This is an optimization exercise on Yosys and OpenROAD, whose aim is small area and a short achievable clock period, not a production implementation. RTL that was checked went through simulation tests only; none was proved equivalent to the original. For run 3, only the layout was checked, not whether the RTL still works. Power figures rest on the tool's default switching activity, not on a simulated workload.

==> flow/design.v <==
module Execution(
    input wire clk,
    input wire rst,
    input wire [6:0] opcode,
    input wire [4:0] dstin,
    input wire [31:0] src1,
    input wire [31:0] src2,
    input wire [9:0] offsetlo,
    output reg [31:0] result,
    output wire [6:0] memOp,
    output reg [9:0] MemAddr,
    input wire enable,
    output wire Nop21
    );
    reg doneMult;       
    reg multing;        
    reg [2:0] phase;    
    reg [31:0] ma;      
    reg [23:0] mb;      
    reg [3:0] bone, btwo, neg;   
    reg bprev;          
    reg [7:0] cs8;      
    reg cy;             
    reg [1:0] mop;      
    wire isMul = (opcode == 7'h02);
    assign Nop21 = ~doneMult & isMul;
    assign memOp = {5'b00100, mop};
    wire isLS = (opcode[6:2] == 5'b00100);
    wire first = (phase == 3'd1);
    wire [23:0] cs = {ma[31:24] & {8{~first}}, mb[7:0] & {8{~first}}, cs8};
    wire [31:0] pp0, pp1, pp2, pp3;
    wire [32:0] ma0 = {ma, 1'b0};
    genvar k, i;
    generate for (k = 0; k < 4; k = k + 1) begin : g_booth
        wire [31:0] row;
        for (i = 0; i < 32; i = i + 1) begin : g_bit
            if (i < 2*k) begin : g_z
                assign row[i] = 1'b0;
            end else begin : g_s
                assign row[i] = ((bone[k] & ma0[i-2*k+1]) | (btwo[k] & ma0[i-2*k])) ^ neg[k];
            end
        end
        if (k == 0) begin : g_r0 assign pp0 = row; end
        if (k == 1) begin : g_r1 assign pp1 = row; end
        if (k == 2) begin : g_r2 assign pp2 = row; end
        if (k == 3) begin : g_r3 assign pp3 = row; end
    end endgenerate
    wire t1, t2;
    assign {t2, t1} = cs[0] + result[0] + neg[0];
    wire t3, t4;
    assign {t4, t3} = cs[1] + result[1] + t2;
    wire t5, t6;
    assign {t6, t5} = cs[2] + result[2] + neg[1];
    wire t7, t8;
    assign {t8, t7} = t5 + pp0[2] + pp1[2];
    wire t9, t10;
    assign {t10, t9} = cs[3] + result[3] + t6;
    wire t11, t12;
    assign {t12, t11} = pp0[3] + pp1[3] + t9;
    wire t13, t14;
    assign {t14, t13} = cs[4] + result[4] + neg[2];
    wire t15, t16;
    assign {t16, t15} = t13 + pp0[4] + pp1[4];
    wire t17, t18;
    assign {t18, t17} = pp2[4] + t10 + t15;
    wire t19, t20;
    assign {t20, t19} = cs[5] + result[5] + t14;
    wire t21, t22;
    assign {t22, t21} = pp0[5] + pp1[5] + pp2[5];
    wire t23, t24;
    assign {t24, t23} = t19 + t16 + t21;
    wire t25, t26;
    assign {t26, t25} = cs[6] + result[6] + neg[3];
    wire t27, t28;
    assign {t28, t27} = t25 + pp0[6] + pp1[6];
    wire t29, t30;
    assign {t30, t29} = pp2[6] + pp3[6] + t20;
    wire t31, t32;
    assign {t32, t31} = t22 + t27 + t29;
    wire t33, t34;
    assign {t34, t33} = cs[7] + result[7] + t26;
    wire t35, t36;
    assign {t36, t35} = pp0[7] + pp1[7] + pp2[7];
    wire t37, t38;
    assign {t38, t37} = pp3[7] + t33 + t28;
    wire t39, t40;
    assign {t40, t39} = t35 + t30 + t37;
    wire t41, t42;
    assign {t42, t41} = cs[8] + result[8] + pp0[8];
    wire t43, t44;
    assign {t44, t43} = pp1[8] + pp2[8] + pp3[8];
    wire t45, t46;
    assign {t46, t45} = t34 + t36 + t41;
    wire t47, t48;
    assign {t48, t47} = t43 + t38 + t45;
    wire t49, t50;
    assign {t50, t49} = cs[9] + result[9] + pp0[9];
    wire t51, t52;
    assign {t52, t51} = pp1[9] + pp2[9] + pp3[9];
    wire t53, t54;
    assign {t54, t53} = t42 + t44 + t49;
    wire t55, t56;
    assign {t56, t55} = t51 + t46 + t53;
    wire t57, t58;
    assign {t58, t57} = cs[10] + result[10] + pp0[10];
    wire t59, t60;
    assign {t60, t59} = pp1[10] + pp2[10] + pp3[10];
    wire t61, t62;
    assign {t62, t61} = t50 + t52 + t57;
    wire t63, t64;
    assign {t64, t63} = t59 + t54 + t61;
    wire t65, t66;
    assign {t66, t65} = cs[11] + result[11] + pp0[11];
    wire t67, t68;
    assign {t68, t67} = pp1[11] + pp2[11] + pp3[11];
    wire t69, t70;
    assign {t70, t69} = t58 + t60 + t65;
    wire t71, t72;
    assign {t72, t71} = t67 + t62 + t69;
    wire t73, t74;
    assign {t74, t73} = cs[12] + result[12] + pp0[12];
    wire t75, t76;
    assign {t76, t75} = pp1[12] + pp2[12] + pp3[12];
    wire t77, t78;
    assign {t78, t77} = t66 + t68 + t73;
    wire t79, t80;
    assign {t80, t79} = t75 + t70 + t77;
    wire t81, t82;
    assign {t82, t81} = cs[13] + result[13] + pp0[13];
    wire t83, t84;
    assign {t84, t83} = pp1[13] + pp2[13] + pp3[13];
    wire t85, t86;
    assign {t86, t85} = t74 + t76 + t81;
    wire t87, t88;
    assign {t88, t87} = t83 + t78 + t85;
    wire t89, t90;
    assign {t90, t89} = cs[14] + result[14] + pp0[14];
    wire t91, t92;
    assign {t92, t91} = pp1[14] + pp2[14] + pp3[14];
    wire t93, t94;
    assign {t94, t93} = t82 + t84 + t89;
    wire t95, t96;
    assign {t96, t95} = t91 + t86 + t93;
    wire t97, t98;
    assign {t98, t97} = cs[15] + result[15] + pp0[15];
    wire t99, t100;
    assign {t100, t99} = pp1[15] + pp2[15] + pp3[15];
    wire t101, t102;
    assign {t102, t101} = t90 + t92 + t97;
    wire t103, t104;
    assign {t104, t103} = t99 + t94 + t101;
    wire t105, t106;
    assign {t106, t105} = cs[16] + result[16] + pp0[16];
    wire t107, t108;
    assign {t108, t107} = pp1[16] + pp2[16] + pp3[16];
    wire t109, t110;
    assign {t110, t109} = t100 + t98 + t105;
    wire t111, t112;
    assign {t112, t111} = t107 + t102 + t109;
    wire t113, t114;
    assign {t114, t113} = cs[17] + result[17] + pp0[17];
    wire t115, t116;
    assign {t116, t115} = pp1[17] + pp2[17] + pp3[17];
    wire t117, t118;
    assign {t118, t117} = t106 + t108 + t113;
    wire t119, t120;
    assign {t120, t119} = t115 + t110 + t117;
    wire t121, t122;
    assign {t122, t121} = cs[18] + result[18] + pp0[18];
    wire t123, t124;
    assign {t124, t123} = pp1[18] + pp2[18] + pp3[18];
    wire t125, t126;
    assign {t126, t125} = t114 + t116 + t121;
    wire t127, t128;
    assign {t128, t127} = t123 + t118 + t125;
    wire t129, t130;
    assign {t130, t129} = cs[19] + result[19] + pp0[19];
    wire t131, t132;
    assign {t132, t131} = pp1[19] + pp2[19] + pp3[19];
    wire t133, t134;
    assign {t134, t133} = t122 + t124 + t129;
    wire t135, t136;
    assign {t136, t135} = t131 + t126 + t133;
    wire t137, t138;
    assign {t138, t137} = cs[20] + result[20] + pp0[20];
    wire t139, t140;
    assign {t140, t139} = pp1[20] + pp2[20] + pp3[20];
    wire t141, t142;
    assign {t142, t141} = t130 + t132 + t137;
    wire t143, t144;
    assign {t144, t143} = t139 + t134 + t141;
    wire t145, t146;
    assign {t146, t145} = cs[21] + result[21] + pp0[21];
    wire t147, t148;
    assign {t148, t147} = pp1[21] + pp2[21] + pp3[21];
    wire t149, t150;
    assign {t150, t149} = t138 + t140 + t145;
    wire t151, t152;
    assign {t152, t151} = t147 + t142 + t149;
    wire t153, t154;
    assign {t154, t153} = cs[22] + result[22] + pp0[22];
    wire t155, t156;
    assign {t156, t155} = pp1[22] + pp2[22] + pp3[22];
    wire t157, t158;
    assign {t158, t157} = t146 + t148 + t153;
    wire t159, t160;
    assign {t160, t159} = t155 + t150 + t157;
    wire t161, t162;
    assign {t162, t161} = cs[23] + result[23] + pp0[23];
    wire t163, t164;
    assign {t164, t163} = pp1[23] + pp2[23] + pp3[23];
    wire t165, t166;
    assign {t166, t165} = t154 + t156 + t161;
    wire t167, t168;
    assign {t168, t167} = t163 + t158 + t165;
    wire t169, t170;
    assign {t170, t169} = result[24] + pp0[24] + pp1[24];
    wire t171, t172;
    assign {t172, t171} = pp2[24] + pp3[24] + t162;
    wire t173, t174;
    assign {t174, t173} = t164 + t169 + t166;
    wire t175, t176;
    assign {t176, t175} = t171 + t168;
    wire t177, t178;
    assign {t178, t177} = result[25] + pp0[25] + pp1[25];
    wire t179, t180;
    assign {t180, t179} = pp2[25] + pp3[25] + t170;
    wire t181, t182;
    assign {t182, t181} = t177 + t172 + t179;
    wire t183, t184;
    assign {t184, t183} = t174 + t181;
    wire t185, t186;
    assign {t186, t185} = result[26] + pp0[26] + pp1[26];
    wire t187, t188;
    assign {t188, t187} = pp2[26] + pp3[26] + t178;
    wire t189, t190;
    assign {t190, t189} = t185 + t180 + t187;
    wire t191, t192;
    assign {t192, t191} = t182 + t189;
    wire t193, t194;
    assign {t194, t193} = result[27] + pp0[27] + pp1[27];
    wire t195, t196;
    assign {t196, t195} = pp2[27] + pp3[27] + t186;
    wire t197, t198;
    assign {t198, t197} = t193 + t188 + t195;
    wire t199, t200;
    assign {t200, t199} = t190 + t197;
    wire t201, t202;
    assign {t202, t201} = result[28] + pp0[28] + pp1[28];
    wire t203, t204;
    assign {t204, t203} = pp2[28] + pp3[28] + t194;
    wire t205, t206;
    assign {t206, t205} = t201 + t196 + t203;
    wire t207, t208;
    assign {t208, t207} = t198 + t205;
    wire t209, t210;
    assign {t210, t209} = result[29] + pp0[29] + pp1[29];
    wire t211, t212;
    assign {t212, t211} = pp2[29] + pp3[29] + t202;
    wire t213, t214;
    assign {t214, t213} = t209 + t204 + t211;
    wire t215, t216;
    assign {t216, t215} = t206 + t213;
    wire t217, t218;
    assign {t218, t217} = result[30] + pp0[30] + pp1[30];
    wire t219, t220;
    assign {t220, t219} = pp2[30] + pp3[30] + t210;
    wire t221, t222;
    assign {t222, t221} = t217 + t212 + t219;
    wire t223, t224;
    assign {t224, t223} = t214 + t221;
    wire t225, t226;
    assign {t226, t225} = result[31] + pp0[31] + pp1[31];
    wire t227, t228;
    assign {t228, t227} = pp2[31] + pp3[31] + t218;
    wire t229, t230;
    assign {t230, t229} = t225 + t220 + t227;
    wire t231, t232;
    assign {t232, t231} = t222 + t229;
    wire [31:0] sa = {t224, t216, t208, t200, t192, t184, t176, t173, t160, t152, t144, t136, t128, t120, t112, t104, t96, t88, t80, t72, t64, t56, t48, t40, t32, t24, t18, t12, t8, t4, pp0[1], pp0[0]};
    wire [31:0] sb = {t231, t223, t215, t207, t199, t191, t183, t175, t167, t159, t151, t143, t135, t127, t119, t111, t103, t95, t87, t79, t71, t63, t55, t47, t39, t31, t23, t17, t11, t7, t3, t1};
    wire [8:0] fin = sa[7:0] + sb[7:0] + {7'd0, cy};
    wire [23:0] keep = (phase == 3'd2) ? 24'hFF0000 :
                       (phase == 3'd3) ? 24'hFFFF00 :
                       (phase == 3'd4) ? 24'hFFFFFF : 24'h000000;
    wire [31:0] acc = {(keep & result[31:8]) | (~keep & sa[31:8]), fin[7:0]};
    wire [31:0] accr = {acc[7:0], acc[31:8]};
    wire [7:0] nbyte = ~multing ? src2[7:0] :
                       (phase == 3'd1) ? mb[7:0] :
                       (phase == 3'd2) ? mb[15:8] : mb[23:16];
    wire [8:0] nw9 = {nbyte, multing & bprev};
    wire [3:0] none, ntwo, nneg;
    generate for (k = 0; k < 4; k = k + 1) begin : g_enc
        wire b0 = nw9[2*k], b1 = nw9[2*k+1], b2 = nw9[2*k+2];
        assign none[k] = b1 ^ b0;
        assign ntwo[k] = (b2 & ~b1 & ~b0) | (~b2 & b1 & b0);
        assign nneg[k] = b2;
    end endgenerate
    wire sub = opcode[0];
    wire [32:0] alu33 = {src1, 1'b1} + {src2 ^ {32{sub}}, sub};
    wire [31:0] alu = alu33[32:1];
    wire isAS = (opcode[6:1] == 6'd0);
    wire isNop = (opcode == 7'h3F);
    wire isOther = ~isAS & ~isMul & ~isLS & ~isNop;
    wire mstep = multing & (phase != 3'd5);
    wire selA = ~rst & isAS;
    wire selL = ~rst & isLS;
    wire selM = ~rst & isMul & mstep;
    wire selO = ~rst & isOther;
    wire rHold = ~rst & (~enable | isNop | (isMul & (phase == 3'd5)));
    wire [31:0] rd = ({32{selA}} & alu) | ({32{selL}} & src1) | ({32{selM}} & accr) | {32{selO}};
    always @(posedge clk) begin
        if (~rHold) result <= rd;
    end
    always @(posedge clk) begin
        if (rst) begin
            doneMult <= 1'b0;
            multing <= 1'b0;
            phase <= 3'd0;
        end else if (enable & isMul) begin
            if (phase == 3'd0) begin
                phase <= 3'd1;
                multing <= 1'b1;
            end else if (phase == 3'd5) begin
                doneMult <= 1'b1;
                multing <= 1'b0;
                phase <= 3'd0;
            end else begin
                phase <= phase + 3'd1;
            end
        end
    end
    always @(posedge clk) begin
        if (~multing) begin
            ma <= src1;
            mb <= src2[31:8];
        end else if (enable) begin
            ma[31:24] <= sb[31:24];
            mb[7:0] <= sb[23:16];
        end
    end
    always @(posedge clk) begin
        if (enable) begin
            if (~multing) begin
                cs8 <= 8'd0;
                cy <= 1'b0;
            end else begin
                cs8 <= sb[15:8];
                cy <= fin[8];
            end
            bone <= none;
            btwo <= ntwo;
            neg <= nneg;
            bprev <= nbyte[7];
        end
    end
    always @(posedge clk) begin
        if (~rst & enable & isLS) begin
            MemAddr <= offsetlo + {5'd0, dstin};
            mop <= opcode[1:0];
        end
    end
endmodule
==> flow/flow/run.sh <==
#!/bin/bash
# The standard layout, with plain buffers (buf_1) on the ports instead of
# the delay cells buffer_ports picks by default. Timing repair resizes them.
set -euo pipefail
export BUFFER_PORTS_ARGS="-buffer_cell sky130_fd_sc_hd__buf_1"
bash standard.sh > standard_flow.log 2>&1
==> flow/standard.sh <==
#!/bin/bash
# synth_recipe.tcl (not shown) runs the flow's synth.tcl, then flattens the netlist and writes it again
# the make line also repeats each setting of config.mk as NAME=value (left out here)
make -C /OpenROAD-flow-scripts/flow DESIGN_CONFIG=/design/flow/config.mk WORK_HOME=/design/flow/orfs CLKGATE_MAP_FILE= SYNTH_SCRIPT=/design/flow/synth_recipe.tcl "${@:-finish}"
==> flow/config.mk <==
export PLATFORM = sky130hd
export DESIGN_NAME = Execution
export DESIGN_NICKNAME = Execution
export VERILOG_FILES = /design/flow/design.v
export SDC_FILE = /design/flow/constraint.sdc
export NUM_CORES = 4
export LEC_CHECK = 0
export CAP_MARGIN = 20
export CORE_MARGIN = 2
export CORE_UTILIZATION = 40
export CTS_BUF_LIST = sky130_fd_sc_hd__clkbuf_4 sky130_fd_sc_hd__clkbuf_8
export SETUP_SLACK_MARGIN = 4.5
export SLEW_MARGIN = 20
export TNS_END_PERCENT = 0
==> flow/constraint.sdc <==
create_clock -name core_clock -period 9.0 [get_ports {clk}]
set_input_delay 1.8000 -clock core_clock [delete_from_list [all_inputs] [get_ports {clk}]]
set_output_delay 1.8000 -clock core_clock [all_outputs]
set_load 0.01 [all_outputs]
==> results.sh, run 1 <==
export IMPL_cp_end_kind="output pin"
export IMPL_start_kind="input port"
export IMPL_p_leak_nw=5.49
export IMPL_clock_latency_ns=0.47
export IMPL_path_clk_slew_ns=0.07
export IMPL_seq_area_frac_synth_pct=29.5
export IMPL_ys_async_sr_fraction_pct=0
export IMPL_drive_gt1_share_pct=6.95
export IMPL_rsz0062_at_grt="yes"
export IMPL_initial_core_util_pct=40.4
export IMPL_pre_cts_slack_ns=3.94
export IMPL_cp_max_fo=2
export IMPL_critPathArrivalTime_ns=2.69
export IMPL_die_h_um=182
export IMPL_dr_pass1_iters=5
export IMPL_fin_crit_sh_pct=49.9
export IMPL_cts_tree="done"
export IMPL_worst_slew_pin_slew_ns=1.05
export IMPL_numClockSinks=126
export IMPL_rows=65
export IMPL_netlist_area_mm2=0.0126
export IMPL_min_path_type="flip-flop to flip-flop"
export IMPL_status="no timing/DRC/antenna violations"
export IMPL_die_area_mm2=0.0330
export IMPL_wl_mm=40.4
export IMPL_clk_path_buf_depth=2
export IMPL_relSlewSlack_pct=29.7
export IMPL_synthFlopType="edfxtp_1"
export IMPL_synth_edff_count=121
export IMPL_synth_top_cells_by_area="edfxtp_1, fa_1, xor2_1"
export IMPL_drtIter0Drc=1125
export IMPL_wl_per_cell_um=23.2
export IMPL_fin_setup_tns_ns=0
export IMPL_fin_ws_ns=4.51
export IMPL_yosys_area_top_type="edfxtp_1"
export IMPL_irDropWorstVdd_mv=0.207
export IMPL_die_w_um=182
export IMPL_clockRootBuffer="clkbuf_8"
export IMPL_gp_congestion=0.931
export IMPL_ys_types=64
export IMPL_grt_pass1_vias=10100
export IMPL_post_cts_hold_buffer_count=0
export IMPL_via_count=10200
export IMPL_drc=0
export IMPL_core_mm2=0.0313
export IMPL_p_per_area_mw_per_mm2=247
export IMPL_post_drt_via_cell_ratio=5.83
export IMPL_synthCells=1250
export IMPL_hpwl_mm=30.4
export IMPL_grt_pass1_wl_mm=61.9
export IMPL_grt_max_degree=58
export IMPL_ant_nets=0
export IMPL_htreeDepth=4
export IMPL_critPathKind="input port to output pin"
export IMPL_skew_ns=0.0177
export IMPL_yosysWarnings=1
export IMPL_syn_avg_cell_area_um2=10.1
export IMPL_fin_crit_ns=4.49
export IMPL_ys_ff_latch=126
export IMPL_antenna_found_initial=1
export IMPL_nets=1576
export IMPL_area_delta_synth_final_pct=9.83
export IMPL_port_buffers=133
export IMPL_required_ns=7.20
export IMPL_finalSetupViolations=0
export IMPL_report_final_hold_viol_count=0
export IMPL_slew_violations=0
export IMPL_cap_violations=0
export IMPL_track_usage_pct=25.0
export IMPL_nFillCells=3054
export IMPL_cts_buffers=17
export IMPL_ios=139
export IMPL_synth_top_cell_area_share_pct=28.7
export IMPL_grt_overflow=0
export IMPL_clock_fmax_mhz=223
worst max-delay path, stage by stage:
cell      delay, ns
buf_6          0.10
nor3_2         0.19
nand2b_1       0.11
nor3b_2        0.22
nor2b_2        0.16
buf_2          0.12
cell families after synthesis:
family / share of synthesized area (%)
AOI/OAI and AO/OA: 18.5
xor gates and xnor gates: 13.7
buffers and inverters: 6.22
and+or+nand+nor: 7.19
adders and majority gates: 22.1
DFF: 29.5
muxes: 2.71
other: 0.0594
layout make-up:
class | count | area [um^2] | share of cell area, %
multi-input cells | 929 | 8170 | 58.8
flip-flops and latches | 126 | 3730 | 26.9
repair buffers | 159 | 717 | 5.16
inverters | 96 | 360 | 2.60
clock inverters | 10 | 148 | 1.06
diodes | 1 | 2.50 | 0.0180
clock buffers | 19 | 249 | 1.79
well taps | 402 | 503 | 3.62
routing by layer:
layer | vias to the layer above | global-route usage [%] | wire (um)
met3 | 64 | 4.79 | 3560
li1 | 4518 | - | -
met2 | 537 | 39.0 | 18700
met5 | - | 0 | 0
met4 | 0 | 8.91 | 1080
met1 | 5036 | 34.8 | 17000
state kept, by name (all words and copies together) (netlist names), 2 cells and up:
name and flops:
MemAddr 10, bone 4, btwo 4, cs8 8, ma 32, mb 24, mop 2, neg 3
phase 3, result 32
what timing repair did:
action	CTS	global route
buffers inserted	2	1
setup endpoints to repair	3	4
pin swaps	1	2
resized for setup	4	10
placed cells by master, fill, tap and decap left out, types with 6 or more instances in the layout:
cell type / synthesis / routed
o21ai_0: 45 / 44
clkbuf_8: 0 / 17
fa_1: 108 / 108
inv_1: 95 / 95
buf_1: 19 / 129
ha_1: 50 / 50
a221oi_1: 20 / 20
o21bai_1: 11 / 11
xor2_1: 147 / 147
nor3_1: 7 / 6
a21oi_1: 75 / 74
nand2_1: 63 / 63
a22oi_1: 114 / 114
nand3_1: 17 / 17
mux2_2: 15 / 15
a21o_1: 22 / 22
nor2_1: 63 / 63
xnor2_1: 51 / 51
buf_4: 5 / 24
nand2b_1: 12 / 12
edfxtp_1: 121 / 121
o221ai_1: 7 / 7
mux2i_1: 16 / 16
o21ai_1: 9 / 10
final timing paths:
| kind | start | end | slack (ns) | cells past startpoint |
|---|---|---|---|---|
| worst max-delay path | opcode[5] | Nop21 | 4.51 | 6 |
| worst min-delay path | doneMult$_SDFFE_PP0P_ | doneMult$_SDFFE_PP0P_ | 0.50 | 2 |
| worst max register to register | neg[2]$_DFFE_PP_ | result[30]$_DFFE_PN_ | 4.76 | 13 |
| worst min register to register | doneMult$_SDFFE_PP0P_ | doneMult$_SDFFE_PP0P_ | 0.50 | 2 |
cells in the mapped netlist (all sizes together) (5+ instances only):
| master | count |
|---|---|
| nand3b | 5 |
| xnor2 | 51 |
| nand3 | 17 |
| a21oi | 77 |
| nor2 | 64 |
| inv | 95 |
| xor2 | 147 |
| nor2b | 8 |
| nor3 | 8 |
| ha | 50 |
| nand2b | 12 |
| clkbuf | 75 |
| buf | 27 |
| o21ai | 55 |
| a22oi | 114 |
| nor3b | 5 |
| mux2i | 17 |
| a221oi | 20 |
| o211ai | 5 |
| edfxtp | 121 |
| fa | 108 |
| dfxtp | 5 |
| o221ai | 7 |
| a21o | 22 |
| mux2 | 15 |
| nand2 | 63 |
| o21bai | 11 |
through the flow:
| step | util [%] | hold slack (ns) | power (mW) | std cells | area, um^2 |
|---|---|---|---|---|---|
| 2_1_floorplan | - | 0.437 | 2.11 | 1253 | 12700 |
| 3_3_place_gp | 42.9 | 0.455 | 2.85 | 1709 | 13400 |
| 3_5_place_dp | 42.9 | 0.468 | 2.87 | 1709 | 13400 |
| 4_1_cts | 44.2 | 0.484 | 3.42 | 1740 | 13900 |
| 5_1_grt | 44.3 | 0.545 | 3.68 | 1741 | 13900 |
| 6_report | 44.3 | 0.497 | 3.42 | 1742 | 13900 |
power breakdown:
part           internal (mW)  switching [mW]  total (mW)  leakage, nW
combinational          0.835            1.24        2.08         4.02
sequential             0.723          0.0867       0.809         1.28
clock                  0.299           0.236       0.534        0.200
==> run 2, diff against run 1 <==
--- a/flow/config.mk
+++ b/flow/config.mk
@@ -9,3 +9,3 @@
 export CORE_MARGIN = 2
-export CORE_UTILIZATION = 40
+export CORE_UTILIZATION = 60
 export CTS_BUF_LIST = sky130_fd_sc_hd__clkbuf_4 sky130_fd_sc_hd__clkbuf_8
@@ -13,2 +13 @@
 export SLEW_MARGIN = 20
-export TNS_END_PERCENT = 0
==> results.sh, run 2 <==
export IMPL_drtIter0Drc=1156
export IMPL_min_path_type="flip-flop to flip-flop"
export IMPL_gp_congestion=0.959
export IMPL_post_drt_via_cell_ratio=6.33
export IMPL_synth_common_cells="xor2_1, edfxtp_1, a22oi_1, fa_1, inv_1"
export IMPL_seq_area_frac_synth_pct=29.5
export IMPL_ios=139
export IMPL_worst_slew_pin_slew_ns=1.05
export IMPL_cp_end_kind="output pin"
export IMPL_p_per_area_mw_per_mm2=252
export IMPL_cts_buffers=17
export IMPL_wl_mm=38.8
export IMPL_ys_ff_latch=126
export IMPL_yosys_area_top_type="edfxtp_1"
export IMPL_pre_cts_slack_ns=3.93
export IMPL_cap_violations=0
export IMPL_synth_most_common_cell="xor2_1"
export IMPL_reg_top3="ma: 32 flops, result: 32 flops, mb: 24 flops"
export IMPL_hpwl_mm=29.2
export IMPL_area_delta_synth_final_pct=8.90
export IMPL_critPathArrivalTime_ns=2.66
export IMPL_fin_crit_ns=4.46
export IMPL_initial_core_util_pct=60.7
export IMPL_numClockSinks=126
export IMPL_clk_path_buf_depth=2
export IMPL_finalSetupViolations=0
export IMPL_ys_types=64
export IMPL_die_w_um=149
export IMPL_grt_overflow=0
export IMPL_via_count=10200
export IMPL_rsz0062_at_grt="yes"
export IMPL_nets=1576
export IMPL_final_common_cell="xor2_1"
export IMPL_clock_latency_ns=0.47
export IMPL_clock_fmax_mhz=224
export IMPL_ys_async_sr_fraction_pct=0
export IMPL_required_ns=7.20
export IMPL_multi_input_area_mm2=0.00817
export IMPL_start_kind="input port"
export IMPL_final_cell_mix="xor2_1, buf_1, edfxtp_1, a22oi_1, fa_1"
export IMPL_path_clk_slew_ns=0.08
export IMPL_fin_ws_ns=4.54
export IMPL_critPathKind="input port to output pin"
export IMPL_wl_per_cell_um=24.0
export IMPL_slew_violations=0
export IMPL_dr_pass1_iters=6
export IMPL_skew_ns=0.0200
export IMPL_n_antenna_cell=0
export IMPL_grt_max_degree=58
export IMPL_cts_tree="done"
export IMPL_drc=0
export IMPL_p_leak_nw=5.51
export IMPL_syn_avg_cell_area_um2=10.1
export IMPL_cp_max_fo=2
export IMPL_ant_nets=0
export IMPL_clkPwrFrac_pct=15.9
export IMPL_relSlewSlack_pct=30.0
export IMPL_irDropWorstVdd_mv=0.160
export IMPL_port_buffers=133
export IMPL_rows=53
export IMPL_synth_top_cells_by_area="edfxtp_1, fa_1, xor2_1"
export IMPL_final_seq_area_mm2=0.00373
export IMPL_track_usage_pct=35.5
export IMPL_p_comb_share_pct=60.8
export IMPL_nFillCells=1748
export IMPL_status="no timing/DRC/antenna violations"
export IMPL_p_seq_share_pct=23.3
export IMPL_netlist_area_mm2=0.0126
export IMPL_yosysWarnings=1
export IMPL_fin_crit_sh_pct=49.5
export IMPL_synth_top_cell_area_share_pct=28.7
export IMPL_fin_setup_tns_ns=0
export IMPL_antenna_found_initial=2
export IMPL_p_sw_share_pct=46.0
export IMPL_synthFlopType="edfxtp_1"
export IMPL_p_int_mw=1.87
export IMPL_drive_gt1_share_pct=7.31
export IMPL_clockRootBuffer="clkbuf_8"
export IMPL_htreeDepth=4
export IMPL_synth_edff_count=121
export IMPL_synthCells=1250
export IMPL_core_mm2=0.0208
export IMPL_switchingPower_mw=1.60
export IMPL_die_h_um=149
export IMPL_report_final_hold_viol_count=0
export IMPL_grt_pass1_wl_mm=58.2
export IMPL_die_area_mm2=0.0222
export IMPL_grt_pass1_vias=9619
## run 2: cell type report
class	count	area share (%)
Sequential cell	126	27.1
Timing Repair Buffer	159	5.33
Tap cell	275	2.50
Clock inverter	12	1.24
Clock buffer	19	1.81
Multi-Input combinational cell	929	59.4
Inverter	96	2.62
## run 2: metrics by stage
| stage | power, mW | area, um^2 | instances | util [%] | hold slack (ns) |
|---|---|---|---|---|---|
| final | 3.47 | 13800 | 1616 | 66.1 | 0.473 |
| after global routing | 3.71 | 13800 | 1616 | 66.1 | 0.503 |
| after CTS | 3.44 | 13700 | 1615 | 65.9 | 0.479 |
| after detailed placement | 2.87 | 13300 | 1582 | 63.7 | 0.460 |
| after global placement | 2.86 | 13300 | 1582 | 63.7 | 0.448 |
| after floorplan | 2.11 | 12700 | 1253 | - | 0.437 |
## run 2: path summary, 6_finish.rpt
check / startpoint / endpoint / slack (ns) / cells after the start
worst min register to register: doneMult$_SDFFE_PP0P_ / doneMult$_SDFFE_PP0P_ / 0.47 / 2
worst max register to register: bprev$_DFFE_PP_ / result[31]$_DFFE_PN_ / 4.76 / 14
worst max-delay path: opcode[5] / Nop21 / 4.54 / 6
worst min-delay path: doneMult$_SDFFE_PP0P_ / doneMult$_SDFFE_PP0P_ / 0.47 / 2
## run 2: kinds of logic (layout without fill, tap and decap cells)
logic type,count (synthesis),in the layout,share of synthesized area (%)
fa+ha+maj,158,158,22.1
other cells,2,5,0.0594
mux,32,32,2.71
xor+xnor,198,198,13.7
flops,126,126,29.5
buf+inv,198,286,6.22
simple gates,196,196,7.19
compound gates,340,340,18.5
## run 2: layer usage
metal	track usage (%)	share of wire, %	vias up
met5	0	0.067	-
met4	8.19	2.0	4
met3	7.86	12	66
met2	52.5	45	629
met1	53.5	42	4982
li1	-	-	4545
## run 2: power by group through the flow
| stage | logic, mW | clock network [mW] | registers, mW |
|---|---|---|---|
| CTS | 2.08 | 0.555 | 0.804 |
| detailed placement | 2.06 | 0 | 0.817 |
| global placement | 2.04 | 0 | 0.817 |
| finish | 2.11 | 0.552 | 0.808 |
| floorplan | 1.35 | 0 | 0.767 |
| global route | 2.33 | 0.573 | 0.813 |
## run 2: what timing repair did
item	4_1_cts	5_1_grt
resized for setup	2	18
pin swaps	1	2
hold buffers	0	0
buffers inserted	2	1
endpoints found under the setup margin	3	4
## run 2: critical path, stage by stage
cell      delay, ns
buf_8          0.10
nor3_4         0.17
nand2b_1       0.10
nor3b_2        0.21
nor2b_1        0.15
buf_2          0.13
==> run 3, diff against run 2 <==
--- a/flow/design.v
+++ b/flow/design.v
@@ -25,3 +25,3 @@
     wire isMul = (opcode == 7'h02);
-    assign Nop21 = ~doneMult & isMul;
+    exec_nop u_nop (.opcode(opcode), .done(doneMult), .nop(Nop21));
     assign memOp = {5'b00100, mop};
@@ -363 +363,8 @@
 endmodule
+module exec_nop(
+    input wire [6:0] opcode,
+    input wire done,
+    output wire nop
+    );
+    assign nop = ~done & (opcode == 7'h02);
+endmodule
--- a/flow/config.mk
+++ b/flow/config.mk
@@ -13 +13,2 @@
 export SLEW_MARGIN = 20
+export SYNTH_HIERARCHICAL = 1
==> results.sh, run 3 <==
export IMPL_synth_edff_count=121
export IMPL_p_leak_nw=5.51
export IMPL_worst_slew_pin_slew_ns=0.994
export IMPL_nets=1597
export IMPL_cts_setup_buffers=0
export IMPL_cp_max_fo=41
export IMPL_synth_most_common_cell="xor2_1"
export IMPL_wl_per_cell_um=24.5
export IMPL_pre_cts_slack_ns=3.84
export IMPL_cp_top_family="compound AO/OA/AOI/OAI gates"
export IMPL_ant_nets=0
export IMPL_slowest_delay_ns=0.45
export IMPL_die_h_um=149
export IMPL_clockRootBuffer="clkbuf_8"
export IMPL_synth_top_cell_area_share_pct=28.6
export IMPL_fin_crit_ns=4.41
export IMPL_post_cts_hold_buffer_count=0
export IMPL_relSlewSlack_pct=33.4
export IMPL_multi_input_area_mm2=0.00818
export IMPL_netlist_area_mm2=0.0127
export IMPL_rows=53
export IMPL_grt_pass1_wl_mm=60.2
export IMPL_final_common_cell="xor2_1"
export IMPL_ys_types=68
export IMPL_p_per_area_mw_per_mm2=258
export IMPL_htreeDepth=4
export IMPL_cap_violations=0
export IMPL_seq_area_frac_synth_pct=29.4
export IMPL_synthCells=1273
export IMPL_dr_pass1_iters=7
export IMPL_syn_avg_cell_area_um2=9.97
export IMPL_critPathKind="input port to flip-flop"
export IMPL_hpwl_mm=30.7
export IMPL_ys_async_sr_fraction_pct=0
export IMPL_yosys_area_top_type="edfxtp_1"
export IMPL_port_buffers=133
export IMPL_post_drt_via_cell_ratio=6.36
export IMPL_start_kind="input port"
export IMPL_ios=139
export IMPL_clock_fmax_mhz=227
export IMPL_initial_core_util_pct=60.8
export IMPL_synthFlopType="edfxtp_1"
export IMPL_numClockSinks=126
export IMPL_grt_pass1_vias=10200
export IMPL_ys_ff_latch=126
export IMPL_clk_path_buf_depth=2
export IMPL_final_seq_area_mm2=0.00373
export IMPL_met1_usage_pct=53.9
export IMPL_yosysWarnings=7
export IMPL_grt_max_degree=58
export IMPL_fin_setup_tns_ns=0
export IMPL_irDropWorstVdd_mv=0.212
export IMPL_drtIter0Drc=1347
export IMPL_fin_ws_ns=4.59
export IMPL_wl_mm=40.1
export IMPL_required_ns=9.21
export IMPL_cts_buffers=17
export IMPL_reg_top3="ma: 32 flops, result: 32 flops, mb: 24 flops"
export IMPL_busiest_layer="met2"
export IMPL_cts_tree="done"
export IMPL_skew_ns=0.0181
export IMPL_core_mm2=0.0209
export IMPL_die_w_um=149
export IMPL_grt_overflow=0
export IMPL_finalSetupViolations=0
export IMPL_path_cells="clkbuf_2, buf_12, xor2_1, ha_1, nand4_2, nor4_2, o21ai_0, a31o_1, a21o_1, a211oi_2, nor3_1, a211o_1"
export IMPL_cp_end_kind="flip-flop"
export IMPL_reg2reg_slack_ns=4.75
export IMPL_fin_crit_sh_pct=49.0
export IMPL_synth_common_cells="xor2_1, edfxtp_1, a22oi_1, fa_1, inv_1"
export IMPL_nFillCells=1771
export IMPL_critPathArrivalTime_ns=4.61
export IMPL_use_met2_pct=54.4
export IMPL_synth_top_cells_by_area="edfxtp_1, fa_1, xor2_1"
export IMPL_clock_latency_ns=0.46
export IMPL_final_cell_mix="xor2_1, buf_1, edfxtp_1, a22oi_1, fa_1"
export IMPL_grt_use_met3_pct=8.48
export IMPL_n_antenna_cell=0
export IMPL_die_area_mm2=0.0223
export IMPL_slew_violations=0
export IMPL_via_count=10400
export IMPL_status="no timing/DRC/antenna violations"
export IMPL_track_usage_pct=36.5
export IMPL_rsz0062_at_grt="yes"
export IMPL_report_final_hold_viol_count=0
export IMPL_path_clk_slew_ns=0.08
export IMPL_min_path_type="flip-flop to flip-flop"
export IMPL_gp_congestion=0.962
export IMPL_area_delta_synth_final_pct=8.96
export IMPL_drive_gt1_share_pct=6.53
export IMPL_drc=0
export IMPL_crit_buf_inv=2
export IMPL_antenna_found_initial=0
export IMPL_slowest_stage="ha_1"
## run 3: cell types whose count changed in the layout (fill, tap and decap cells not counted), moves of 4 or more
cell	change
o211ai_1	+4
nand2_1	+13
inv_1	+12
nor3_1	+4
o21ai_1	-6
nor2_1	-5
buf_1	+4
a21o_1	-12
o21ai_0	+16
nand3_1	-9
## run 3: where the power goes
part	internal (mW)	switching (mW)
clock	0.362	0.258
sequential	0.722	0.0852
combinational	0.839	1.31
## run 3: modules after synthesis, one instance, submodules excluded
module	copies in the design	cell area, um^2	cells inside
exec_nop	1	20.0	3
Execution	1	12700	1270
## run 3: per-layer routing
| metal | wire length (um) | share of wire (%) |
|---|---|---|
| met5 | 0 | 0 |
| met4 | 1060 | 2.6 |
| met3 | 4610 | 11 |
| met2 | 17700 | 44 |
| met1 | 16700 | 42 |
## run 3: cell type report
cell class,instances,share of cell area [%]
Clock inverter,14,1.74
Inverter,108,2.93
Sequential cell,126,27.0
Timing Repair Buffer,156,4.98
Clock buffer,18,1.75
Multi-Input combinational cell,941,59.1
Tap cell,275,2.49
## run 3: kinds of logic (layout without fill, tap and decap cells)
kind of cell | count (synthesis) | in the layout | synth area share [%]
AND/OR/NAND/NOR | 199 | 199 | 7.26
adder cells (fa/ha/maj) | 158 | 158 | 22.0
multiplexers | 33 | 33 | 2.80
XOR/XNOR | 197 | 197 | 13.6
flip-flops | 126 | 126 | 29.4
buffers and inverters | 209 | 296 | 6.54
AO/OA/AOI/OAI | 349 | 349 | 18.4
other | 2 | 5 | 0.0592
## run 3: repair_timing
action,CTS,global route
cloned,0,0
hold endpoints to repair,0,0
resized for setup,3,6
endpoints found under the setup margin,5,5
pin swaps,0,0
## run 3: worst reg2reg max path, stage by stage (launching register included)
cell	delay [ns]
edfxtp_1	0.39
buf_6	0.23
fa_1	0.57
inv_1	0.05
fa_1	0.41
fa_1	0.51
inv_1	0.06
fa_1	0.47
ha_1	0.35
nand2b_1	0.14
o21ai_2	0.12
a221oi_2	0.27
o21ai_0	0.12
a21oi_1	0.17
o211ai_1	0.12
## run 3: final timing paths
path | endpoint | from | cells after the start
worst max-delay path | result[29]$_DFFE_PN_ | opcode[0] | 12
worst min-delay path | doneMult$_SDFFE_PP0P_ | doneMult$_SDFFE_PP0P_ | 2
worst max register to register | result[31]$_DFFE_PN_ | bprev$_DFFE_PP_ | 14
worst min register to register | doneMult$_SDFFE_PP0P_ | doneMult$_SDFFE_PP0P_ | 2
## run 3: through the flow
step	power [mW]	utilization [%]	std cells	hold WS, ns	area (um^2)
detailed placement	2.87	63.8	1606	0.478	13300
global route	3.80	66.2	1638	0.548	13800
global placement	2.85	63.8	1606	0.467	13300
floorplan	2.11	-	1276	0.438	12700
CTS	3.52	66.1	1638	0.498	13800
finish	3.57	66.2	1638	0.488	13800
==> run 4, diff against run 3 <==
--- a/flow/design.v
+++ b/flow/design.v
@@ -25,3 +25,3 @@
     wire isMul = (opcode == 7'h02);
-    exec_nop u_nop (.opcode(opcode), .done(doneMult), .nop(Nop21));
+    assign Nop21 = ~doneMult & isMul;
     assign memOp = {5'b00100, mop};
@@ -363,8 +363 @@
 endmodule
-module exec_nop(
-    input wire [6:0] opcode,
-    input wire done,
-    output wire nop
-    );
-    assign nop = ~done & (opcode == 7'h02);
-endmodule
==> flow/flow/run.sh (replaced) <==
#!/bin/bash
# The standard layout with two changes:
#  - plain buffers (buf_1) on the ports instead of the delay cells that
#    buffer_ports picks by default (timing repair resizes them);
#  - after the standard synthesis, the gates driving Nop21 are rewritten as a
#    two-level gate by nop21.py (same function; registers untouched).
set -euo pipefail
export BUFFER_PORTS_ARGS="-buffer_cell sky130_fd_sc_hd__buf_1"
R="$PWD/orfs/results/${FLOW_PLATFORM}/Execution/base"
bash standard.sh synth > standard_synth.log 2>&1
python3 flow/nop21.py "$R/1_2_yosys.v" > nop21.log 2>&1
rm -f "$R/1_synth.odb" "$R/1_synth.sdc"
bash standard.sh > standard_flow.log 2>&1
==> flow/flow/nop21.py (new file) <==
#!/usr/bin/env python3
"""Rewrite the logic that drives Nop21 in the synthesized netlist as a
two-level gate: Nop21 = ~doneMult & (opcode == 7'h02).

ABC shares the opcode decoder between Nop21 and the rest of the design and
builds a four-level chain for it, because it does not know that Nop21 is an
input-to-output path with both port delays on it. The old driver is left
unconnected; floorplan's eliminate_dead_logic removes what only it used.
Registers are not touched. Usage: nop21.py NETLIST (edited in place)."""
import re, sys

path = sys.argv[1]
src = open(path).read()

cell_re = re.compile(r'(\n  (sky130_fd_sc_hd__\w+)\s+(\S+)\s*\((.*?)\);)', re.S)
out_pins = {'X', 'Y', 'Q', 'Q_N', 'SUM', 'COUT', 'HI', 'LO'}

driver = None
done_q = None
for whole, typ, name, body in cell_re.findall(src):
    pins = dict((p, n.strip()) for p, n in re.findall(r'\.(\w+)\(([^()]*)\)', body))
    for p, n in pins.items():
        if p in out_pins and n == 'Nop21':
            driver = whole
    if 'doneMult' in name and 'Q' in pins:
        done_q = pins['Q']
assert driver is not None, 'no driver of Nop21'
assert done_q is not None, 'no doneMult register'
print('old driver:', driver.strip().splitlines()[0])
print('doneMult Q net:', done_q)

new_driver = re.sub(r'\(\s*Nop21\s*\)', '(Nop21_old)', driver)
src = src.replace(driver, new_driver, 1)

cells = f'''
  sky130_fd_sc_hd__nor4_1 nop21_hi (
    .A(opcode[6]),
    .B(opcode[5]),
    .C(opcode[4]),
    .D(opcode[3]),
    .Y(nop21_hi_zero)
  );
  sky130_fd_sc_hd__nor3b_1 nop21_lo (
    .A(opcode[2]),
    .B(opcode[0]),
    .C_N(opcode[1]),
    .Y(nop21_lo_two)
  );
  sky130_fd_sc_hd__and3b_1 nop21_out (
    .A_N({done_q}),
    .B(nop21_hi_zero),
    .C(nop21_lo_two),
    .X(Nop21)
  );
'''
decl = '\n  wire Nop21_old;\n  wire nop21_hi_zero;\n  wire nop21_lo_two;\n'
m = re.search(r'\n\s*output Nop21;', src)
assert m
src = src[:m.end()] + decl + src[m.end():]
i = src.rindex('endmodule')
src = src[:i] + cells.lstrip('\n') + src[i:]
open(path, 'w').write(src)
print('rewritten')
--- a/flow/config.mk
+++ b/flow/config.mk
@@ -11,4 +11,5 @@
 export CTS_BUF_LIST = sky130_fd_sc_hd__clkbuf_4 sky130_fd_sc_hd__clkbuf_8
+export CTS_CLUSTER_DIAMETER = 100
+export CTS_CLUSTER_SIZE = 30
 export SETUP_SLACK_MARGIN = 4.5
 export SLEW_MARGIN = 20
-export SYNTH_HIERARCHICAL = 1
==> results.sh, run 4 <==
export IMPL_fin_setup_tns_ns=0
export IMPL_rsz0062_at_grt="no"
export IMPL_wl_mm=38.9
export IMPL_post_cts_hold_buffer_count=0
export IMPL_postPlaceCellArea_mm2=0.0133
export IMPL_reg_top3="ma: 32 flops, result: 32 flops, mb: 24 flops"
export IMPL_min_path_type="flip-flop to flip-flop"
export IMPL_power_total_mw=3.37
export IMPL_reg2reg_slack_ns=4.70
export IMPL_final_cell_mix="xor2_1, buf_1, edfxtp_1, a22oi_1, fa_1"
export IMPL_p_seq_share_pct=24.0
export IMPL_ios=139
export IMPL_rows=53
export IMPL_final_seq_area_mm2=0.00373
export IMPL_start_kind="input port"
export IMPL_via_count=10200
export IMPL_wl_per_cell_um=24.1
export IMPL_path_cells="clkbuf_2, buf_12, nor3b_1, and3b_1, buf_1"
export IMPL_status="no timing/DRC/antenna violations"
export IMPL_area_delta_synth_final_pct=7.94
export IMPL_cp_max_fo=40
export IMPL_finalSetupViolations=0
export IMPL_antenna_found_initial=1
export IMPL_numClockSinks=126
export IMPL_die_area_mm2=0.0223
export IMPL_switchingPower_mw=1.59
export IMPL_port_buffers=133
export IMPL_dr_pass1_iters=5
export IMPL_n_antenna_cell=0
export IMPL_grt_pass1_wl_mm=59.1
export IMPL_clock_latency_ns=0.46
export IMPL_fin_crit_ns=4.38
export IMPL_syn_avg_cell_area_um2=10.1
export IMPL_whs_ns=0.491
export IMPL_postLayoutCellArea_mm2=0.0137
export IMPL_worst_slew_pin_slew_ns=0.988
export IMPL_relSlewSlack_pct=34.1
export IMPL_cp_end_kind="output pin"
export IMPL_min_to="doneMult$_SDFFE_PP0P_"
export IMPL_critPathLaunch="opcode[0]"
export IMPL_place_inst=1583
export IMPL_nets=1574
export IMPL_drive_gt1_share_pct=6.72
export IMPL_irDropWorstVdd_mv=0.185
export IMPL_critPathArrivalTime_ns=2.58
export IMPL_r2r_end="result[31]$_DFFE_PN_"
export IMPL_track_usage_pct=36.0
export IMPL_hpwl_mm=29.3
export IMPL_gp_congestion=0.955
export IMPL_grt_overflow=0
export IMPL_p_sw_share_pct=47.2
export IMPL_min_from="doneMult$_SDFFE_PP0P_"
export IMPL_required_ns=7.20
export IMPL_core_mm2=0.0209
export IMPL_p_int_mw=1.78
export IMPL_clkPwrFrac_pct=14.1
export IMPL_multi_input_area_mm2=0.00818
export IMPL_initial_core_util_pct=60.6
export IMPL_yosysWarnings=1
export IMPL_slowest_stage="buf_12"
export IMPL_p_leak_nw=5.46
export IMPL_post_drt_via_cell_ratio=6.34
export IMPL_final_common_cell="xor2_1"
export IMPL_cts_tree="done"
export IMPL_clock_fmax_mhz=228
export IMPL_die_h_um=149
export IMPL_whs_path_depth=2
export IMPL_netlist_area_mm2=0.0127
export IMPL_die_w_um=149
export IMPL_grt_max_degree=58
export IMPL_r2r_start="bprev$_DFFE_PP_"
export IMPL_clk_path_buf_depth=2
export IMPL_cap_violations=0
export IMPL_slowest_delay_ns=0.19
export IMPL_r2r_cells=14
export IMPL_htreeDepth=4
export IMPL_ant_nets=0
export IMPL_grt_pass1_vias=9923
export IMPL_synthCells=1252
export IMPL_report_final_hold_viol_count=0
export IMPL_nFillCells=1793
export IMPL_skew_ns=0.0129
export IMPL_critPathKind="input port to output pin"
export IMPL_slew_violations=0
export IMPL_p_comb_share_pct=61.9
export IMPL_cts_buffers=17
export IMPL_drc=0
export IMPL_p_per_area_mw_per_mm2=247
export IMPL_fin_crit_sh_pct=48.7
export IMPL_path_clk_slew_ns=0.08
export IMPL_fin_cells=1615
export IMPL_drtIter0Drc=1311
export IMPL_clockRootBuffer="clkbuf_8"
-- run 4: worst max path at each step --
stage	depth (start not counted)	to	slack [ns]
floorplan	14	result[26]$_DFFE_PN_	4.49
global placement	13	result[26]$_DFFE_PN_	4.04
detailed placement	13	result[26]$_DFFE_PN_	3.94
CTS	5	Nop21	4.54
global route	5	Nop21	4.55
finish	5	Nop21	4.62
-- run 4: layout make-up --
type,count,share of cell area (%)
inverters,96,2.64
flip-flops and latches,126,27.3
clock inverters,14,0.879
multi-input cells,931,59.9
well taps,275,2.52
clock buffers,18,1.77
repair buffers,155,4.99
-- run 4: worst max-delay path: cells and delay by family --
kind	cells	cell delay, ns
and+or+nand+nor	2	0.35
buffers and inverters	3	0.44
-- run 4: power groups by stage --
stage,clock [mW],sequential [mW],combinational [mW]
after floorplan,0,0.767,1.35
after global placement,0,0.817,2.02
after detailed placement,0,0.817,2.03
after CTS,0.477,0.804,2.05
after global routing,0.505,0.812,2.31
final,0.476,0.808,2.08
-- run 4: routing by layer --
layer	vias to the layer above	GRT usage, %	share of wire (%)
met1	4999	54.0	42
met4	0	9.48	2.2
met5	-	0	0
li1	4546	-	-
met2	628	53.4	44
met3	67	7.58	11
-- run 4: timing repair --
action / CTS / global route
setup endpoints to repair: 3 / 9
setup buffers: 0 / 0
resized for setup: 1 / 5
-- run 4: stage by stage --
step	util [%]	setup slack, ns
CTS	65.3	4.54
detailed placement	63.5	3.94
finish	65.4	4.62
global placement	63.5	4.04
global route	65.4	4.55
floorplan	-	4.49
==> run 5, diff against run 4 <==
--- a/flow/config.mk
+++ b/flow/config.mk
@@ -11,5 +11,3 @@
 export CTS_BUF_LIST = sky130_fd_sc_hd__clkbuf_4 sky130_fd_sc_hd__clkbuf_8
-export CTS_CLUSTER_DIAMETER = 100
-export CTS_CLUSTER_SIZE = 30
-export SETUP_SLACK_MARGIN = 4.5
+export SETUP_SLACK_MARGIN = 4.6
 export SLEW_MARGIN = 20
==> results.sh, run 5 <==
export IMPL_slew_violations=0
export IMPL_dr_pass1_iters=6
export IMPL_fin_crit_sh_pct=48.2
export IMPL_n_antenna_cell=0
export IMPL_gp_congestion=0.972
export IMPL_cts_buffers=17
export IMPL_cp_max_fo=5
export IMPL_min_from="doneMult$_SDFFE_PP0P_"
export IMPL_yosysWarnings=1
export IMPL_wl_per_cell_um=24.1
export IMPL_required_ns=7.20
export IMPL_clk_path_buf_depth=2
export IMPL_critPathKind="input port to output pin"
export IMPL_netlist_area_mm2=0.0127
export IMPL_synthCells=1252
export IMPL_crit_end="Nop21"
export IMPL_start_kind="input port"
export IMPL_antenna_found_initial=0
export IMPL_multi_input_area_mm2=0.00819
export IMPL_wl_mm=39.0
export IMPL_drc=0
export IMPL_reg_top3="ma: 32 flops, result: 32 flops, mb: 24 flops"
export IMPL_nFillCells=1761
export IMPL_drtIter0Drc=1148
export IMPL_ios=139
export IMPL_post_drt_via_cell_ratio=6.32
export IMPL_r2r_cells=14
export IMPL_postLayoutCellArea_mm2=0.0138
export IMPL_final_cell_mix="xor2_1, buf_1, edfxtp_1, a22oi_1, fa_1"
export IMPL_p_leak_nw=5.52
export IMPL_clock_fmax_mhz=231
export IMPL_rows=53
export IMPL_p_per_area_mw_per_mm2=251
export IMPL_ant_nets=0
export IMPL_cap_violations=0
export IMPL_final_seq_area_mm2=0.00373
export IMPL_drive_gt1_share_pct=7.22
export IMPL_critPathArrivalTime_ns=2.54
export IMPL_path_clk_slew_ns=0.08
export IMPL_nets=1578
export IMPL_min_path_type="flip-flop to flip-flop"
export IMPL_die_area_mm2=0.0223
export IMPL_final_common_cell="xor2_1"
export IMPL_area_delta_synth_final_pct=8.94
export IMPL_port_buffers=133
export IMPL_relSlewSlack_pct=33.5
export IMPL_grt_pass1_vias=9777
export IMPL_die_w_um=149
export IMPL_cts_tree="done"
export IMPL_core_mm2=0.0209
export IMPL_grt_pass1_wl_mm=58.6
export IMPL_via_count=10200
export IMPL_numClockSinks=126
export IMPL_initial_core_util_pct=60.6
export IMPL_syn_avg_cell_area_um2=10.1
export IMPL_grt_overflow=0
export IMPL_rsz0062_at_grt="yes"
export IMPL_fin_crit_ns=4.34
export IMPL_finalSetupViolations=0
export IMPL_postPlaceCellArea_mm2=0.0133
export IMPL_reg2reg_slack_ns=4.76
export IMPL_skew_ns=0.0178
export IMPL_track_usage_pct=36.0
export IMPL_r2r_start="bprev$_DFFE_PP_"
export IMPL_cts_setup_buffers=0
export IMPL_r2r_end="result[31]$_DFFE_PN_"
export IMPL_whs_path_depth=2
export IMPL_irDropWorstVdd_mv=0.224
export IMPL_report_final_hold_viol_count=0
export IMPL_cp_end_kind="output pin"
export IMPL_htreeDepth=4
export IMPL_utilization_pct=66.0
export IMPL_clockRootBuffer="clkbuf_8"
export IMPL_hpwl_mm=29.2
export IMPL_critPathLaunch="opcode[0]"
export IMPL_die_h_um=149
export IMPL_clock_latency_ns=0.46
export IMPL_status="no timing/DRC/antenna violations"
export IMPL_worst_slew_pin_slew_ns=0.993
export IMPL_fin_setup_tns_ns=0
export IMPL_grt_max_degree=58
run 5: cell count changes in the layout (fill, tap and decap cells not counted), sizes merged:
cell	change
clkbuf	+3
buf	+2
clkinv	-2
bufinv	+1
run 5: worst min path at each step:
stage,endpoint,slack (ns)
after floorplan,doneMult$_SDFFE_PP0P_,0.43
after global placement,doneMult$_SDFFE_PP0P_,0.47
after detailed placement,doneMult$_SDFFE_PP0P_,0.47
after CTS,doneMult$_SDFFE_PP0P_,0.49
after global routing,doneMult$_SDFFE_PP0P_,0.52
final,doneMult$_SDFFE_PP0P_,0.49
run 5: through the flow:
step	cells	power (mW)	hold WS, ns	setup slack (ns)
after global placement	1584	2.85	0.467	4.06
final	1619	3.47	0.489	4.66
after detailed placement	1584	2.87	0.466	4.00
after CTS	1616	3.39	0.489	4.62
after global routing	1619	3.70	0.516	4.60
after floorplan	1255	2.11	0.429	4.60
run 5: timing repair:
item | 4_1_cts | 5_1_grt
resized for setup | 5 | 8
gates cloned | 0 | 3
setup endpoints to repair | 7 | 8
hold buffers | 0 | 0
run 5: layout make-up:
type,instances,area share [%]
multi-input cells,931,59.4
flip-flops and latches,126,27.1
repair buffers,159,5.57
inverters,96,2.61
well taps,275,2.50
clock buffers,19,1.81
clock inverters,13,1.02
run 5: per-layer routing:
layer,share of wire (%),up-vias,GRT usage [%]
met5,0,-,0
met3,14,56,12.3
li1,-,4551,-
met2,43,637,52.0
met1,40,4995,51.9
met4,2.4,0,9.76
run 5: critical path, stage by stage:
cell     delay [ns]
buf_4          0.16
buf_12         0.15
nor3b_2        0.14
and3b_1        0.17
buf_2          0.12
run 5: power breakdown:
| part | leakage (nW) | switching, mW | internal, mW |
|---|---|---|---|
| registers | 1.28 | 0.0834 | 0.722 |
| clock network | 0.193 | 0.255 | 0.253 |
| logic | 4.05 | 1.29 | 0.857 |
==> run 6, diff against run 5 <==
--- a/flow/config.mk
+++ b/flow/config.mk
@@ -11,3 +11,3 @@
 export CTS_BUF_LIST = sky130_fd_sc_hd__clkbuf_4 sky130_fd_sc_hd__clkbuf_8
-export SETUP_SLACK_MARGIN = 4.6
+export SETUP_SLACK_MARGIN = 4.8
 export SLEW_MARGIN = 20
==> results.sh, run 6 <==
export IMPL_status="no timing/DRC/antenna violations"
export IMPL_final_cell_mix="xor2_1, buf_1, edfxtp_1, a22oi_1, fa_1"
export IMPL_required_ns=7.20
export IMPL_clockRootBuffer="clkbuf_8"
export IMPL_critPathLaunch="opcode[6]"
export IMPL_antenna_found_initial=0
export IMPL_cp_end_kind="output pin"
export IMPL_nFillCells=1736
export IMPL_track_usage_pct=36.1
export IMPL_ios=139
export IMPL_p_per_area_mw_per_mm2=252
export IMPL_min_to="doneMult$_SDFFE_PP0P_"
export IMPL_worst_slew_pin_slew_ns=1.07
export IMPL_r2r_end="result[31]$_DFFE_PN_"
export IMPL_finalSetupViolations=0
export IMPL_clock_latency_ns=0.45
export IMPL_path_clk_slew_ns=0.07
export IMPL_reg2reg_slack_ns=4.94
export IMPL_ant_nets=0
export IMPL_skew_ns=0.0148
export IMPL_synthCells=1252
export IMPL_drc=0
export IMPL_cp_max_fo=2
export IMPL_cts_tree="done"
export IMPL_port_buffers=133
export IMPL_cts_buffers=17
export IMPL_min_from="doneMult$_SDFFE_PP0P_"
export IMPL_place_inst=1584
export IMPL_fin_crit_sh_pct=47.1
export IMPL_die_h_um=149
export IMPL_post_drt_via_cell_ratio=6.28
export IMPL_nets=1592
export IMPL_relSlewSlack_pct=28.4
export IMPL_start_kind="input port"
export IMPL_whs_path_depth=2
export IMPL_hpwl_mm=29.6
export IMPL_grt_max_degree=58
export IMPL_p_leak_nw=5.62
export IMPL_grt_pass1_vias=9863
export IMPL_irDropWorstVdd_mv=0.234
export IMPL_grt_pass1_wl_mm=59.1
export IMPL_n_antenna_cell=0
export IMPL_fin_cells=1632
export IMPL_clock_fmax_mhz=236
export IMPL_critPathArrivalTime_ns=2.44
export IMPL_final_common_cell="xor2_1"
export IMPL_die_w_um=149
export IMPL_report_final_hold_viol_count=0
export IMPL_slowest_delay_ns=0.24
export IMPL_whs_ns=0.485
export IMPL_wl_mm=39.7
export IMPL_yosysWarnings=1
export IMPL_htreeDepth=4
export IMPL_wl_per_cell_um=24.3
export IMPL_r2r_cells=12
export IMPL_dr_pass1_iters=8
export IMPL_reg_top3="ma: 32 flops, result: 32 flops, mb: 24 flops"
export IMPL_netlist_area_mm2=0.0127
export IMPL_gp_congestion=0.936
export IMPL_drive_gt1_share_pct=10.1
export IMPL_die_area_mm2=0.0223
export IMPL_syn_avg_cell_area_um2=10.1
export IMPL_rsz0062_at_grt="yes"
export IMPL_via_count=10200
export IMPL_clk_path_buf_depth=2
export IMPL_grt_overflow=0
export IMPL_core_mm2=0.0209
export IMPL_initial_core_util_pct=60.6
export IMPL_area_delta_synth_final_pct=11.5
export IMPL_path_cells="buf_8, nor4_4, and3b_1, buf_2"
export IMPL_critPathKind="input port to output pin"
export IMPL_cap_violations=0
export IMPL_rows=53
export IMPL_slowest_stage="nor4_4"
export IMPL_min_path_type="flip-flop to flip-flop"
export IMPL_slew_violations=0
export IMPL_fin_setup_tns_ns=0
export IMPL_post_cts_hold_buffer_count=0
export IMPL_numClockSinks=126
export IMPL_r2r_start="neg[2]$_DFFE_PP_"
export IMPL_fin_crit_ns=4.24
export IMPL_drtIter0Drc=1193
export IMPL_utilization_pct=67.6
## run 6: power by group
part	switching, mW	internal (mW)	total (mW)
logic	1.33	0.909	2.24
registers	0.0852	0.723	0.808
clock network	0.240	0.275	0.515
total	1.65	1.91	3.56
## run 6: what timing repair did
action	4_1_cts	5_1_grt
pin swaps	10	19
gates cloned	1	1
buffers inserted	8	7
gates resized for setup	20	34
endpoints found under the setup margin	20	17
## run 6: final cells by class
class,instances,area [um^2],area share (%)
multi-input combinational,931,8400,59.5
timing repair buffer,173,883,6.26
sequential,126,3730,26.5
clock buffer,19,249,1.76
clock inverter,12,146,1.04
tap,275,344,2.44
inverter,96,360,2.55
## run 6: per-stage QoR
step           total power, mW  setup WS [ns]  area (um^2)
6_report                  3.56           4.76        14100
2_1_floorplan             2.12           4.61        12700
3_5_place_dp              2.88           3.87        13300
4_1_cts                   3.44           4.76        13900
3_3_place_gp              2.85           4.03        13300
5_1_grt                   3.78           4.71        14100
## run 6: metal layers
| metal | vias up | share of wire [%] | global-route usage [%] | routed length, um |
|---|---|---|---|---|
| met5 | - | 0 | 0 | 0 |
| met4 | 0 | 2.8 | 9.67 | 1100 |
| met3 | 72 | 12 | 10.5 | 4570 |
| met2 | 614 | 45 | 53.5 | 17700 |
| met1 | 4984 | 41 | 52.0 | 16300 |
| li1 | 4577 | - | - | - |
## run 6: worst max-delay path, delay by kind of cell
kind / cells / cell delay (ns)
buf+inv: 2 / 0.22
simple gates: 2 / 0.42
## run 6: worst max path at each step
stage	endpoint	slack, ns
detailed placement	result[26]$_DFFE_PN_	3.87
floorplan	result[23]$_DFFE_PN_	4.61
global placement	result[26]$_DFFE_PN_	4.03
CTS	Nop21	4.76
finish	Nop21	4.76
global route	Nop21	4.71
==> run 7, diff against run 6 <==
--- a/flow/config.mk
+++ b/flow/config.mk
@@ -11,3 +11,3 @@
 export CTS_BUF_LIST = sky130_fd_sc_hd__clkbuf_4 sky130_fd_sc_hd__clkbuf_8
-export SETUP_SLACK_MARGIN = 4.8
+export SETUP_SLACK_MARGIN = 4.5
 export SLEW_MARGIN = 20
==> results.sh, run 7 <==
export IMPL_status="no timing/DRC/antenna violations"
export IMPL_numClockSinks=126
export IMPL_drtIter0Drc=1311
export IMPL_rsz0062_at_grt="no"
export IMPL_irDropWorstVdd_mv=0.185
export IMPL_r2r_start="bprev$_DFFE_PP_"
export IMPL_ios=139
export IMPL_path_clk_slew_ns=0.08
export IMPL_grt_pass1_vias=9923
export IMPL_cp_end_kind="output pin"
export IMPL_synthCells=1252
export IMPL_antenna_found_initial=1
export IMPL_clockRootBuffer="clkbuf_8"
export IMPL_clock_latency_ns=0.46
export IMPL_path_cells="clkbuf_2, buf_12, nor3b_1, and3b_1, buf_1"
export IMPL_critPathLaunch="opcode[0]"
export IMPL_drc=0
export IMPL_wl_mm=38.9
export IMPL_die_w_um=149
export IMPL_cts_buffers=17
export IMPL_skew_ns=0.0129
export IMPL_wl_per_cell_um=24.1
export IMPL_fin_crit_ns=4.38
export IMPL_clk_path_buf_depth=2
export IMPL_slowest_delay_ns=0.19
export IMPL_rows=53
export IMPL_area_delta_synth_final_pct=7.94
export IMPL_port_buffers=133
export IMPL_clock_fmax_mhz=228
export IMPL_n_antenna_cell=0
export IMPL_critPathArrivalTime_ns=2.58
export IMPL_grt_max_degree=58
export IMPL_whs_ns=0.491
export IMPL_drive_gt1_share_pct=6.72
export IMPL_p_leak_nw=5.46
export IMPL_relSlewSlack_pct=34.1
export IMPL_min_from="doneMult$_SDFFE_PP0P_"
export IMPL_dr_pass1_iters=5
export IMPL_start_kind="input port"
export IMPL_die_h_um=149
export IMPL_cts_tree="done"
export IMPL_initial_core_util_pct=60.6
export IMPL_fin_setup_tns_ns=0
export IMPL_post_cts_hold_buffer_count=0
export IMPL_finalSetupViolations=0
export IMPL_gp_congestion=0.955
export IMPL_slowest_stage="buf_12"
export IMPL_cap_violations=0
export IMPL_nets=1574
export IMPL_via_count=10200
export IMPL_grt_pass1_wl_mm=59.1
export IMPL_p_per_area_mw_per_mm2=247
export IMPL_cp_max_fo=40
export IMPL_critPathKind="input port to output pin"
export IMPL_reg2reg_slack_ns=4.70
export IMPL_min_path_type="flip-flop to flip-flop"
export IMPL_worst_slew_pin_slew_ns=0.988
export IMPL_fin_crit_sh_pct=48.7
export IMPL_report_final_hold_viol_count=0
export IMPL_die_area_mm2=0.0223
export IMPL_final_cell_mix="xor2_1, buf_1, edfxtp_1, a22oi_1, fa_1"
export IMPL_required_ns=7.20
export IMPL_yosysWarnings=1
export IMPL_track_usage_pct=36.0
export IMPL_reg_top3="ma: 32 flops, result: 32 flops, mb: 24 flops"
export IMPL_ant_nets=0
export IMPL_slew_violations=0
export IMPL_syn_avg_cell_area_um2=10.1
export IMPL_netlist_area_mm2=0.0127
export IMPL_final_common_cell="xor2_1"
export IMPL_post_drt_via_cell_ratio=6.34
export IMPL_htreeDepth=4
export IMPL_core_mm2=0.0209
export IMPL_grt_overflow=0
export IMPL_hpwl_mm=29.3
-- run 7: where the power goes --
part,internal (mW),total (mW),switching (mW)
combinational,0.836,2.08,1.25
sequential,0.722,0.808,0.0857
clock,0.221,0.476,0.255
-- run 7: layout make-up --
| type | count | area [um^2] |
|---|---|---|
| Clock inverter | 14 | 120 |
| Tap cell | 275 | 344 |
| Sequential cell | 126 | 3730 |
| Clock buffer | 18 | 241 |
| Inverter | 96 | 360 |
| Multi-Input combinational cell | 931 | 8180 |
| Timing Repair Buffer | 155 | 682 |
| Fill cell | 1793 | 7230 |
-- run 7: final timing paths --
check | depth (start not counted) | endpoint
hold reg to reg | 2 | doneMult$_SDFFE_PP0P_
hold / removal | 2 | doneMult$_SDFFE_PP0P_
setup reg to reg | 14 | result[31]$_DFFE_PN_
setup / recovery | 5 | Nop21
-- run 7: per-layer routing --
layer / global-route usage [%] / share of wire [%] / vias up / routed length (um)
li1: - / - / 4546 / -
met1: 54.0 / 42 / 4999 / 16400
met2: 53.4 / 44 / 628 / 17200
met3: 7.58 / 11 / 67 / 4440
met4: 9.48 / 2.2 / 0 / 873
met5: 0 / 0 / - / 0
-- run 7: timing repair --
item                                   CTS  global route
cloned                                   0             0
pin swaps                                0             0
gates resized for setup                  1             5
setup endpoints to repair                3             9
buffers inserted                         0             0
endpoints found under the hold margin    0             0
-- run 7: metrics by stage --
step | instances | worst slack (ns) | utilization (%) | cell area, um^2 | power, mW
after floorplan | 1255 | 4.49 | - | 12700 | 2.11
after global placement | 1583 | 4.04 | 63.5 | 13300 | 2.83
final | 1615 | 4.62 | 65.4 | 13700 | 3.37
after global routing | 1615 | 4.55 | 65.4 | 13700 | 3.62
after CTS | 1615 | 4.54 | 65.3 | 13600 | 3.33
after detailed placement | 1583 | 3.94 | 63.5 | 13300 | 2.84
-- run 7: critical path: cells and delay by family --
kind                   cells  cell delay [ns]
buffers and inverters      3             0.44
AND/OR/NAND/NOR            2             0.35

static timing again, ports no longer ideal:
The flow's constraints put no driver on any port. The routed layouts listed below were extracted and timed again, unchanged, in two steps. Step 1, drivers: a clkbuf_16 drives clk and a buf_2 each remaining input, both assumed. Step 2 times the ports against the registers' clock, not the clock port: input delays grow and output delays shrink by t, the midpoint of the rising clock arrivals with the driver on. Slacks: ideal / step 1 / step 2; pairs: ideal / step 1.
run | shift t [ns] | setup slack, ns | latest minus earliest clock arrival (ns) | worst register clock-pin slew, ns | worst slew at a driven data input, ns
run 1 | 0.514 | 4.513 / 4.479 / 4.159 | 0.018 / 0.018 | 0.09 / 0.09 | 0.06
run 2 | 0.503 | 4.543 / 4.505 / 4.194 | 0.020 / 0.020 | 0.09 / 0.09 | 0.05
run 3 | 0.494 | 4.594 / 4.617 / 4.122 | 0.019 / 0.019 | 0.09 / 0.09 | 0.05
run 4 | 0.499 | 4.616 / 4.595 / 4.274 | 0.013 / 0.013 | 0.09 / 0.09 | 0.04
run 5 | 0.502 | 4.665 / 4.643 / 4.294 | 0.019 / 0.018 | 0.09 / 0.09 | 0.04
run 6 | 0.490 | 4.757 / 4.718 / 4.421 | 0.015 / 0.015 | 0.08 / 0.08 | 0.05
run 7 | 0.499 | 4.616 / 4.595 / 4.274 | 0.013 / 0.013 | 0.09 / 0.09 | 0.04
After both steps every run listed still meets setup and hold. The setup slack of run 3, which loses most, moves by +0.023 ns with the drivers and by -0.472 ns with both steps.
